Source: an optimization exercise on an open RTL-to-GDS flow (aim: small area). Production flows keep margins and buffers that such runs may drop. Only the layout flow was run in this run; the RTL was not checked for function there. Power figures rest on the tool's default switching activity, not on a simulated workload.

==> design.v <==
module fa (input a, input b, input c, output s, output co);
  assign s  = a ^ b ^ c;
  assign co = (a & b) | (c & (a ^ b));
endmodule
module ha (input a, input b, output s, output co);
  assign s  = a ^ b;
  assign co = a & b;
endmodule
module pe (
  input         clk_i,
  input         comp_i,    
  input         acc_i,     
  input         accm_i,    
  input         accc_i,    
  input         add_i,     
  input         f_i,       
  input  [7:0]  a_i,       
  input  [7:0]  b_i,       
  output [7:0]  psum_o
);
  reg  [15:0] p_q;
  wire hi0 = ~|p_q[15:7];
  wire hi1 = &p_q[15:7];
  wire [7:0] x = {~p_q[7], p_q[6:0]};
  wire [7:0] y = {~a_i[7], a_i[6:0]};
  wire [8:0] lgt;
  assign lgt[0] = 1'b0;
  genvar i;
  generate for (i = 0; i < 8; i = i + 1) begin : g_cmp
    assign lgt[i+1] = (x[i] & ~y[i]) | (~(x[i] ^ y[i]) & lgt[i]);
  end endgenerate
  wire gt = (~p_q[15] & ~hi0) | ((hi0 | hi1) & lgt[8]);
  wire mgt = accm_i & gt;
  wire [7:0] bb = {{7{accc_i}} & b_i[7:1], (accc_i & b_i[0]) | (accm_i & ~gt)};
  wire z2 = mgt & add_i;
  wire z1 = comp_i | (acc_i & (add_i ^ mgt));
  wire [15:0] z = ({16{z1}} & p_q) | ({16{z2}} & {p_q[14:0], 1'b0});
  wire [15:0] sum;
  wire pp1;
  wire pp2;
  wire pp3;
  wire pp4;
  wire pp5;
  wire pp6;
  wire pp7;
  wire pp8;
  wire pp9;
  wire pp10;
  wire pp11;
  wire pp12;
  wire pp13;
  wire pp14;
  wire pp15;
  wire pp16;
  wire pp17;
  wire pp18;
  wire pp19;
  wire pp20;
  wire pp21;
  wire pp22;
  wire pp23;
  wire pp24;
  wire pp25;
  wire pp26;
  wire pp27;
  wire pp28;
  wire pp29;
  wire pp30;
  wire pp31;
  wire pp32;
  wire pp33;
  wire pp34;
  wire pp35;
  wire pp36;
  wire pp37;
  wire pp38;
  wire pp39;
  wire pp40;
  wire pp41;
  wire pp42;
  wire pp43;
  wire pp44;
  wire pp45;
  wire pp46;
  wire pp47;
  wire pp48;
  wire pp49;
  wire pp50;
  wire pp51;
  wire pp52;
  wire pp53;
  wire pp54;
  wire pp55;
  wire pp56;
  wire pp57;
  wire pp58;
  wire pp59;
  wire pp60;
  wire pp61;
  wire pp62;
  wire pp63;
  wire pp64;
  wire s65;
  wire c66;
  wire s67;
  wire c68;
  wire s69;
  wire c70;
  wire s71;
  wire c72;
  wire s73;
  wire c74;
  wire s75;
  wire c76;
  wire s77;
  wire c78;
  wire s79;
  wire c80;
  wire s81;
  wire c82;
  wire s83;
  wire c84;
  wire s85;
  wire c86;
  wire s87;
  wire c88;
  wire s89;
  wire c90;
  wire s91;
  wire c92;
  wire s93;
  wire c94;
  wire s95;
  wire c96;
  wire s97;
  wire c98;
  wire s99;
  wire c100;
  wire s101;
  wire c102;
  wire s103;
  wire c104;
  wire s105;
  wire c106;
  wire s107;
  wire c108;
  wire s109;
  wire c110;
  wire s111;
  wire c112;
  wire s113;
  wire c114;
  wire s115;
  wire c116;
  wire s117;
  wire c118;
  wire s119;
  wire c120;
  wire s121;
  wire c122;
  wire s123;
  wire c124;
  wire s125;
  wire c126;
  wire s127;
  wire c128;
  wire s129;
  wire c130;
  wire s131;
  wire c132;
  wire s133;
  wire c134;
  wire s135;
  wire c136;
  wire s137;
  wire c138;
  wire s139;
  wire c140;
  wire s141;
  wire c142;
  wire s143;
  wire c144;
  wire s145;
  wire c146;
  wire s147;
  wire c148;
  wire s149;
  wire c150;
  wire s151;
  wire c152;
  wire s153;
  wire c154;
  wire s155;
  wire c156;
  wire s157;
  wire c158;
  wire s159;
  wire c160;
  wire s161;
  wire c162;
  wire s163;
  wire c164;
  wire s165;
  wire c166;
  wire s167;
  wire c168;
  wire s169;
  wire c170;
  wire s171;
  wire c172;
  wire s173;
  wire c174;
  wire s175;
  wire c176;
  wire s177;
  wire c178;
  wire s179;
  wire c180;
  wire s181;
  wire c182;
  wire s183;
  wire c184;
  wire s185;
  wire c186;
  wire s187;
  wire c188;
  wire s189;
  wire c190;
  wire s191;
  wire c192;
  wire s193;
  wire c194;
  wire s195;
  wire c196;
  wire s197;
  wire c198;
  wire s199;
  wire c200;
  wire s201;
  wire c202;
  wire s203;
  wire c204;
  wire s205;
  wire c206;
  wire s207;
  wire c208;
  wire s209;
  wire c210;
  assign pp1 = (a_i[0] & bb[0]);
  assign pp2 = (a_i[0] & bb[1]);
  assign pp3 = (a_i[0] & bb[2]);
  assign pp4 = (a_i[0] & bb[3]);
  assign pp5 = (a_i[0] & bb[4]);
  assign pp6 = (a_i[0] & bb[5]);
  assign pp7 = (a_i[0] & bb[6]);
  assign pp8 = ~(a_i[0] & bb[7]);
  assign pp9 = (a_i[1] & bb[0]);
  assign pp10 = (a_i[1] & bb[1]);
  assign pp11 = (a_i[1] & bb[2]);
  assign pp12 = (a_i[1] & bb[3]);
  assign pp13 = (a_i[1] & bb[4]);
  assign pp14 = (a_i[1] & bb[5]);
  assign pp15 = (a_i[1] & bb[6]);
  assign pp16 = ~(a_i[1] & bb[7]);
  assign pp17 = (a_i[2] & bb[0]);
  assign pp18 = (a_i[2] & bb[1]);
  assign pp19 = (a_i[2] & bb[2]);
  assign pp20 = (a_i[2] & bb[3]);
  assign pp21 = (a_i[2] & bb[4]);
  assign pp22 = (a_i[2] & bb[5]);
  assign pp23 = (a_i[2] & bb[6]);
  assign pp24 = ~(a_i[2] & bb[7]);
  assign pp25 = (a_i[3] & bb[0]);
  assign pp26 = (a_i[3] & bb[1]);
  assign pp27 = (a_i[3] & bb[2]);
  assign pp28 = (a_i[3] & bb[3]);
  assign pp29 = (a_i[3] & bb[4]);
  assign pp30 = (a_i[3] & bb[5]);
  assign pp31 = (a_i[3] & bb[6]);
  assign pp32 = ~(a_i[3] & bb[7]);
  assign pp33 = (a_i[4] & bb[0]);
  assign pp34 = (a_i[4] & bb[1]);
  assign pp35 = (a_i[4] & bb[2]);
  assign pp36 = (a_i[4] & bb[3]);
  assign pp37 = (a_i[4] & bb[4]);
  assign pp38 = (a_i[4] & bb[5]);
  assign pp39 = (a_i[4] & bb[6]);
  assign pp40 = ~(a_i[4] & bb[7]);
  assign pp41 = (a_i[5] & bb[0]);
  assign pp42 = (a_i[5] & bb[1]);
  assign pp43 = (a_i[5] & bb[2]);
  assign pp44 = (a_i[5] & bb[3]);
  assign pp45 = (a_i[5] & bb[4]);
  assign pp46 = (a_i[5] & bb[5]);
  assign pp47 = (a_i[5] & bb[6]);
  assign pp48 = ~(a_i[5] & bb[7]);
  assign pp49 = (a_i[6] & bb[0]);
  assign pp50 = (a_i[6] & bb[1]);
  assign pp51 = (a_i[6] & bb[2]);
  assign pp52 = (a_i[6] & bb[3]);
  assign pp53 = (a_i[6] & bb[4]);
  assign pp54 = (a_i[6] & bb[5]);
  assign pp55 = (a_i[6] & bb[6]);
  assign pp56 = ~(a_i[6] & bb[7]);
  assign pp57 = ~(a_i[7] & bb[0]);
  assign pp58 = ~(a_i[7] & bb[1]);
  assign pp59 = ~(a_i[7] & bb[2]);
  assign pp60 = ~(a_i[7] & bb[3]);
  assign pp61 = ~(a_i[7] & bb[4]);
  assign pp62 = ~(a_i[7] & bb[5]);
  assign pp63 = ~(a_i[7] & bb[6]);
  assign pp64 = (a_i[7] & bb[7]);
  ha u_s65 (.a(pp6), .b(pp13), .s(s65), .co(c66));
  fa u_s67 (.a(pp7), .b(pp14), .c(pp21), .s(s67), .co(c68));
  ha u_s69 (.a(pp28), .b(pp35), .s(s69), .co(c70));
  fa u_s71 (.a(pp8), .b(pp15), .c(pp22), .s(s71), .co(c72));
  fa u_s73 (.a(pp29), .b(pp36), .c(pp43), .s(s73), .co(c74));
  ha u_s75 (.a(pp50), .b(pp57), .s(s75), .co(c76));
  fa u_s77 (.a(pp16), .b(pp23), .c(pp30), .s(s77), .co(c78));
  fa u_s79 (.a(pp37), .b(pp44), .c(pp51), .s(s79), .co(c80));
  fa u_s81 (.a(pp58), .b(1'b1), .c(z[8]), .s(s81), .co(c82));
  fa u_s83 (.a(pp24), .b(pp31), .c(pp38), .s(s83), .co(c84));
  fa u_s85 (.a(pp45), .b(pp52), .c(pp59), .s(s85), .co(c86));
  fa u_s87 (.a(pp32), .b(pp39), .c(pp46), .s(s87), .co(c88));
  ha u_s89 (.a(pp4), .b(pp11), .s(s89), .co(c90));
  fa u_s91 (.a(pp5), .b(pp12), .c(pp19), .s(s91), .co(c92));
  ha u_s93 (.a(pp26), .b(pp33), .s(s93), .co(c94));
  fa u_s95 (.a(s65), .b(pp20), .c(pp27), .s(s95), .co(c96));
  fa u_s97 (.a(pp34), .b(pp41), .c(z[5]), .s(s97), .co(c98));
  fa u_s99 (.a(s67), .b(s69), .c(pp42), .s(s99), .co(c100));
  fa u_s101 (.a(pp49), .b(z[6]), .c(c66), .s(s101), .co(c102));
  fa u_s103 (.a(s71), .b(s73), .c(s75), .s(s103), .co(c104));
  fa u_s105 (.a(z[7]), .b(c68), .c(c70), .s(s105), .co(c106));
  fa u_s107 (.a(s77), .b(s79), .c(s81), .s(s107), .co(c108));
  fa u_s109 (.a(c72), .b(c74), .c(c76), .s(s109), .co(c110));
  fa u_s111 (.a(s83), .b(s85), .c(z[9]), .s(s111), .co(c112));
  fa u_s113 (.a(c78), .b(c80), .c(c82), .s(s113), .co(c114));
  fa u_s115 (.a(s87), .b(pp53), .c(pp60), .s(s115), .co(c116));
  fa u_s117 (.a(z[10]), .b(c84), .c(c86), .s(s117), .co(c118));
  fa u_s119 (.a(pp40), .b(pp47), .c(pp54), .s(s119), .co(c120));
  fa u_s121 (.a(pp61), .b(z[11]), .c(c88), .s(s121), .co(c122));
  fa u_s123 (.a(pp48), .b(pp55), .c(pp62), .s(s123), .co(c124));
  ha u_s125 (.a(pp3), .b(pp10), .s(s125), .co(c126));
  fa u_s127 (.a(s89), .b(pp18), .c(pp25), .s(s127), .co(c128));
  fa u_s129 (.a(s91), .b(s93), .c(z[4]), .s(s129), .co(c130));
  fa u_s131 (.a(s95), .b(s97), .c(c92), .s(s131), .co(c132));
  fa u_s133 (.a(s99), .b(s101), .c(c96), .s(s133), .co(c134));
  fa u_s135 (.a(s103), .b(s105), .c(c100), .s(s135), .co(c136));
  fa u_s137 (.a(s107), .b(s109), .c(c104), .s(s137), .co(c138));
  fa u_s139 (.a(s111), .b(s113), .c(c108), .s(s139), .co(c140));
  fa u_s141 (.a(s115), .b(s117), .c(c112), .s(s141), .co(c142));
  fa u_s143 (.a(s119), .b(s121), .c(c116), .s(s143), .co(c144));
  fa u_s145 (.a(s123), .b(z[12]), .c(c120), .s(s145), .co(c146));
  fa u_s147 (.a(pp56), .b(pp63), .c(z[13]), .s(s147), .co(c148));
  ha u_s149 (.a(pp2), .b(pp9), .s(s149), .co(c150));
  fa u_s151 (.a(s125), .b(pp17), .c(z[2]), .s(s151), .co(c152));
  fa u_s153 (.a(s127), .b(z[3]), .c(c126), .s(s153), .co(c154));
  fa u_s155 (.a(s129), .b(c90), .c(c128), .s(s155), .co(c156));
  fa u_s157 (.a(s131), .b(c94), .c(c130), .s(s157), .co(c158));
  fa u_s159 (.a(s133), .b(c98), .c(c132), .s(s159), .co(c160));
  fa u_s161 (.a(s135), .b(c102), .c(c134), .s(s161), .co(c162));
  fa u_s163 (.a(s137), .b(c106), .c(c136), .s(s163), .co(c164));
  fa u_s165 (.a(s139), .b(c110), .c(c138), .s(s165), .co(c166));
  fa u_s167 (.a(s141), .b(c114), .c(c140), .s(s167), .co(c168));
  fa u_s169 (.a(s143), .b(c118), .c(c142), .s(s169), .co(c170));
  fa u_s171 (.a(s145), .b(c122), .c(c144), .s(s171), .co(c172));
  fa u_s173 (.a(s147), .b(c124), .c(c146), .s(s173), .co(c174));
  fa u_s175 (.a(pp64), .b(z[14]), .c(c148), .s(s175), .co(c176));
  assign s177 = 1'b1 ^ z[15];
  ha u_s179 (.a(pp1), .b(z[0]), .s(s179), .co(c180));
  fa u_s181 (.a(s149), .b(z[1]), .c(c180), .s(s181), .co(c182));
  fa u_s183 (.a(s151), .b(c150), .c(c182), .s(s183), .co(c184));
  fa u_s185 (.a(s153), .b(c152), .c(c184), .s(s185), .co(c186));
  fa u_s187 (.a(s155), .b(c154), .c(c186), .s(s187), .co(c188));
  fa u_s189 (.a(s157), .b(c156), .c(c188), .s(s189), .co(c190));
  fa u_s191 (.a(s159), .b(c158), .c(c190), .s(s191), .co(c192));
  fa u_s193 (.a(s161), .b(c160), .c(c192), .s(s193), .co(c194));
  fa u_s195 (.a(s163), .b(c162), .c(c194), .s(s195), .co(c196));
  fa u_s197 (.a(s165), .b(c164), .c(c196), .s(s197), .co(c198));
  fa u_s199 (.a(s167), .b(c166), .c(c198), .s(s199), .co(c200));
  fa u_s201 (.a(s169), .b(c168), .c(c200), .s(s201), .co(c202));
  fa u_s203 (.a(s171), .b(c170), .c(c202), .s(s203), .co(c204));
  fa u_s205 (.a(s173), .b(c172), .c(c204), .s(s205), .co(c206));
  fa u_s207 (.a(s175), .b(c174), .c(c206), .s(s207), .co(c208));
  assign s209 = s177 ^ c176 ^ c208;
  assign sum = {s209, s207, s205, s203, s201, s199, s197, s195, s193, s191, s189, s187, s185, s183, s181, s179};
  always @(posedge clk_i) p_q <= sum;
  assign psum_o = p_q[15:8] & {8{~(acc_i & f_i)}};
endmodule
module pe_array(
  input  clk_i,
  input  rst_ni,
  input  clr_i,
  output clr_o,
  input  we_i,
  output we_o,
  input  [1:0] mode_i,
  input  [64-1:0] srca_word_i,
  output [64-1:0] srca_word_o,
  input  [8-1:0] srcb_i,
  output [64-1:0] wordp_o
);
  reg         run_q, acc_q, m_q;
  reg  [63:0] srca_q;
  reg  [55:0] b_q;       
  reg  [7:0]  b8_q;
  reg  [8:1]  c_q;       
  reg         c9_q;
  reg  [9:0]  we_q;
  reg  [63:0] wordp_q;
  always @(posedge clk_i or negedge rst_ni) begin
    if (!rst_ni) begin
      run_q <= 1'b0; acc_q <= 1'b0; m_q <= 1'b0;
      srca_q <= 64'd0; b_q <= 56'd0; c_q <= 8'd0; we_q <= 10'd0;
    end else begin
      run_q  <= 1'b1;
      acc_q  <= run_q & ~acc_q;
      m_q    <= (mode_i == 2'b01);
      srca_q <= srca_word_i;
      b_q    <= {b_q[47:0], srcb_i};
      c_q    <= {c_q[7:1], clr_i};
      we_q   <= {we_q[8:0], we_i};
    end
  end
  always @(posedge clk_i) begin
    b8_q <= b_q[55:48];
    c9_q <= c_q[8];
  end
  wire [71:0] bop = {b8_q, b_q};
  wire [9:1]  cc  = {c9_q, c_q};
  wire [63:0] psum;
  wire comp = run_q & ~acc_q;
  wire accm = acc_q & m_q;
  wire accc = acc_q & ~m_q;
  wire accmax = (mode_i == 2'b01);
  genvar k;
  generate for (k = 0; k < 8; k = k + 1) begin : g_pe
    pe u_pe (
      .clk_i   (clk_i),
      .comp_i  (comp),
      .acc_i   (acc_q),
      .accm_i  (accm),
      .accc_i  (accc),
      .add_i   (~accmax & ~(cc[k+1] | cc[k+2])),
      .f_i     (cc[k+2]),
      .a_i     (srca_q[8*k+7:8*k]),
      .b_i     (bop[8*k+7:8*k]),
      .psum_o  (psum[8*k+7:8*k])
    );
    always @(posedge clk_i or negedge rst_ni) begin
      if (!rst_ni) wordp_q[8*k+7:8*k] <= 8'd0;
      else if (we_q[2+k]) wordp_q[8*k+7:8*k] <= psum[8*k+7:8*k];
    end
  end endgenerate
  assign clr_o       = c_q[1];
  assign we_o        = we_q[0];
  assign srca_word_o = srca_q;
  assign wordp_o     = wordp_q;
endmodule
==> run.sh <==
#!/bin/bash
# synth_recipe.tcl (not shown) runs the flow's synth.tcl, then flattens the netlist and writes it again
# the make line also repeats each setting of config.mk as NAME=value (left out here)
make -C /OpenROAD-flow-scripts/flow DESIGN_CONFIG=/design/flow/config.mk WORK_HOME=/design/flow/orfs CLKGATE_MAP_FILE= SYNTH_SCRIPT=/design/flow/synth_recipe.tcl finish
==> config.mk <==
export PLATFORM = sky130hd
export DESIGN_NAME = pe_array
export DESIGN_NICKNAME = pe_array
export VERILOG_FILES = /design/flow/design.v
export SDC_FILE = /design/flow/constraint.sdc
export NUM_CORES = 4
export LEC_CHECK = 0
export ABC_AREA = 1
export CAP_MARGIN = 20
export CORE_MARGIN = 2
export CORE_UTILIZATION = 40
export SLEW_MARGIN = 20
export SYNTH_HIERARCHICAL = 1
==> constraint.sdc <==
create_clock -name core_clock -period 6.0 [get_ports {clk_i}]
set_input_delay 1.2000 -clock core_clock [delete_from_list [all_inputs] [get_ports {clk_i}]]
set_output_delay 1.2000 -clock core_clock [all_outputs]
set_load 0.01 [all_outputs]
==> results.txt <==
crit start category - flip-flop
Synth Area per Inst - 10.44 um2
Async SR Flop Fraction - 0.5994
Synth warnings - 8
maximum fanout along the worst path - 4
worst r2r path cells - 39
pre-CTS setup slack - -2.249 ns
Die Height - 260.5 um
EDFF count, synth - 0
Die Wd - 260.5 um
largest net degree at the start of global routing - 104
fin nets - 3895
skew final - 0.01243 ns
post-route insts no fill - 4084
Worst Setup SP - srca_q[17]
first-pass GRT wire length - 119.1 mm
Filler cells - 5783
Pins Over Slew Limit - 0
min-delay worst type - reg -> reg
leakage power - 16.48 nW
core area - 65390 um2
Max clock buf depth - 3
CP endpoint - g_pe[2].u_pe.p_q[15]
ant diodes - 0
GPL Wtd Cong - 0.9518
worst setup margin - -1.737 ns
CTS root buf - clkbuf_16
max incr delay on CP - 0.37 ns
CP Capture Type - flip-flop
Mapped Cells - 2520
RSZ-0062 raised after global routing - yes
drt pass-1 iters - 7
final setup violation count - 48
hpwl dp - 62.39 mm
area occupied by multi-input gates - 17740 um2
Syn Nets - 3230
# H-tree levels - 2
WP data arrival - 8.20 ns
RR Endpoint - g_pe[2].u_pe.p_q[15]
sequential share of the synthesized area - 0.2991
final WL - 74.34 mm
fin crit period - 7.737 ns
Placed Cells - 3980
synthesized area - 26320 um2
DR WL/cell - 18.20 um
cts hold-fix bufs - 0
Final Cycle Share - 1.289
most common cell after layout, fill and taps aside - buf_4
CTS clk-pin slew, worst paths - 0.06 ns
Max-cap violations - 0
initial DRC count - 1088
post-synth cell types - 26
Least-Margin Pin Slew - 0.8366 ns
Reg2Reg Launch Point - srca_q[17]
Antenna Nets Post-Route - 0
synthesis-to-layout area growth - 33.61%
status - complete, but fails checks
gr usage total - 0.2272
CP most frequent cell - fa_2
DRC violations left - 0
post-synthesis register bit count - 342
Pwr Density - 349.0 nW/um2
total grt overflow - 0
internal reg-to-reg setup slack - -1.74 ns
vias per cell - 4.883
quantity of I/O buffers inserted on ports - 207
Final Hold Fails - 0
leading cell types in the layout, fill and taps excluded - 436 x buf_4, 416 x nor2_1, 392 x fa_1
Seq. cell area - 7876 um2
SO Viols - negative setup slack
Row Count - 94
CTS Buf Count - 43
DR vias - 19940
ratio of cells with drive above 1 in the final layout - 0.2394
Critical Path Slowest Stage Cell - dfrtp_1
FMAX - 129.3 MHz
Starting Density - 0.4025
normalized max-slew margin - 0.4422
Crit Path Class - reg -> reg
initial antenna violation count - 1
TritonCTS clock tree - built
die area - 67870 um2
IO Pins - 208
ys flop type - dfrtp_1
clk sinks - 342
vias in the first global route - 21930
Peak VDD IR - 0.2637 mV
Clock Latency Late Sink - 0.58 ns
setup TNS - -46.93 ns
Worst EP required - 6.46 ns
-- cell families after synthesis --
group                      Yosys count  synth area share
buffers and inverters              389           0.05776
adders and majority gates          632            0.4442
other                                9          0.001283
AOI/OAI and AO/OA                  264           0.05590
xor gates and xnor gates            16          0.005324
and+or+nand+nor                    868            0.1364
DFF                                342            0.2991
-- power breakdown --
part           total [mW]  switching [mW]  internal [mW]
registers            3.43           0.455           2.98
clock network        2.82            1.08           1.74
logic                6.02            3.11           2.92
-- metrics by stage --
| stage | utilization | hold WS [ns] | instance area [um2] | total power [mW] |
|---|---|---|---|---|
| 5_1_grt | 0.5378 | 0.3674 | 35170 | 13.30 |
| 3_5_place_dp | 0.5061 | 0.3364 | 33100 | 9.416 |
| 3_3_place_gp | 0.5061 | 0.3362 | 33100 | 9.204 |
| 6_report | 0.5378 | 0.3460 | 35170 | 12.27 |
| 4_1_cts | 0.5344 | 0.3492 | 34950 | 12.38 |
| 2_1_floorplan | - | 0.3312 | 26940 | 7.028 |
-- area by class of cell --
class                      count  area share
sequential                   342      0.2240
inverter                     349     0.03786
tap                          864     0.03074
clock inverter                23    0.009393
timing repair buffer         660      0.1591
multi-input combinational   1789      0.5045
clock buffer                  57     0.03448
-- per-module statistics from Yosys, one instance, submodules excluded --
module    cell area (um2)  cells
ha                  12.51      1
pe                   1137    188
pe_array             6331    448
fa                  20.02      1
-- how the worst min path moves through the flow --
stage | start | to | depth (start not counted)
final | we_q[1] | we_q[2] | 0
after global routing | we_q[1] | we_q[2] | 0
after CTS | we_q[1] | we_q[2] | 0
after detailed placement | we_q[1] | we_q[2] | 0
after global placement | we_q[1] | we_q[2] | 0
after floorplan | we_q[1] | we_q[2] | 0
-- per-layer routing --
layer / share of wire / track usage
met4: 0.040 / 0.08254
met5: 0 / 0
met1: 0.42 / 0.3019
met2: 0.49 / 0.3838
met3: 0.048 / 0.02787
-- cell usage after synthesis (all sizes together), types with 9 or more instances --
master | count | share of area
nand4 | 16 | 0.0038
o22ai | 120 | 0.029
nand3 | 56 | 0.012
clkbuf | 32 | 0.0046
dfrtp | 205 | 0.19
nor4 | 16 | 0.0038
nor2 | 443 | 0.066
o21ai | 72 | 0.014
clkinv | 48 | 0.0068
fa | 504 | 0.38
conb | 9 | 0.0013
ha | 128 | 0.061
nand2 | 337 | 0.051
a21oi | 72 | 0.014
dfxtp | 137 | 0.10
inv | 301 | 0.043
-- critical path: cells and delay by family (launching register included) --
family | cells | cell delay (ns)
adders and majority gates | 17 | 5.49
and+or+nand+nor | 17 | 0.94
DFF | 1 | 0.37
xor gates and xnor gates | 2 | 0.30
buffers and inverters | 2 | 0.24
AOI/OAI and AO/OA | 1 | 0.24
-- registers in the layout, indices dropped and copies added (netlist names) --
signal / cells
m_q: 1
c_q: 8
run_q: 1
we_q: 10
c9_q: 1
b8_q: 8
b_q: 56
wordp_q: 64
srca_q: 64
g_pe.u_pe.p_q: 128
acc_q: 1
-- what timing repair did --
item,4_1_cts,5_1_grt
buffers inserted,16,8
pin swaps,14,27
setup endpoints to repair,48,56
gates resized for setup,35,33

[static timing again, ports no longer ideal]
Ports are ideal in the flow. The routed layout listed here was re-timed in OpenROAD.
Step 1 sets driving cells, clkbuf_16 on the clock port and buf_2 on the other inputs (assumed; they add their load-dependent delay and slew).
Step 2 moves the port delays by t, midway between the first and last clock arrival at a register: inputs arrive t later, outputs are due t later. That takes back most of the time a late clock gives input paths.
Three values: ideal, step 1, step 2; two values: the first two.
shift t [ns]: 0.639
slack for setup (ns): -1.737 / -1.737 / -2.224
worst setup path after step 2: input to register
worst register clock-pin slew, ns: 0.06 / 0.06
The setup slack of this run moves by 0.000 ns with the drivers and by -0.487 ns with both steps.
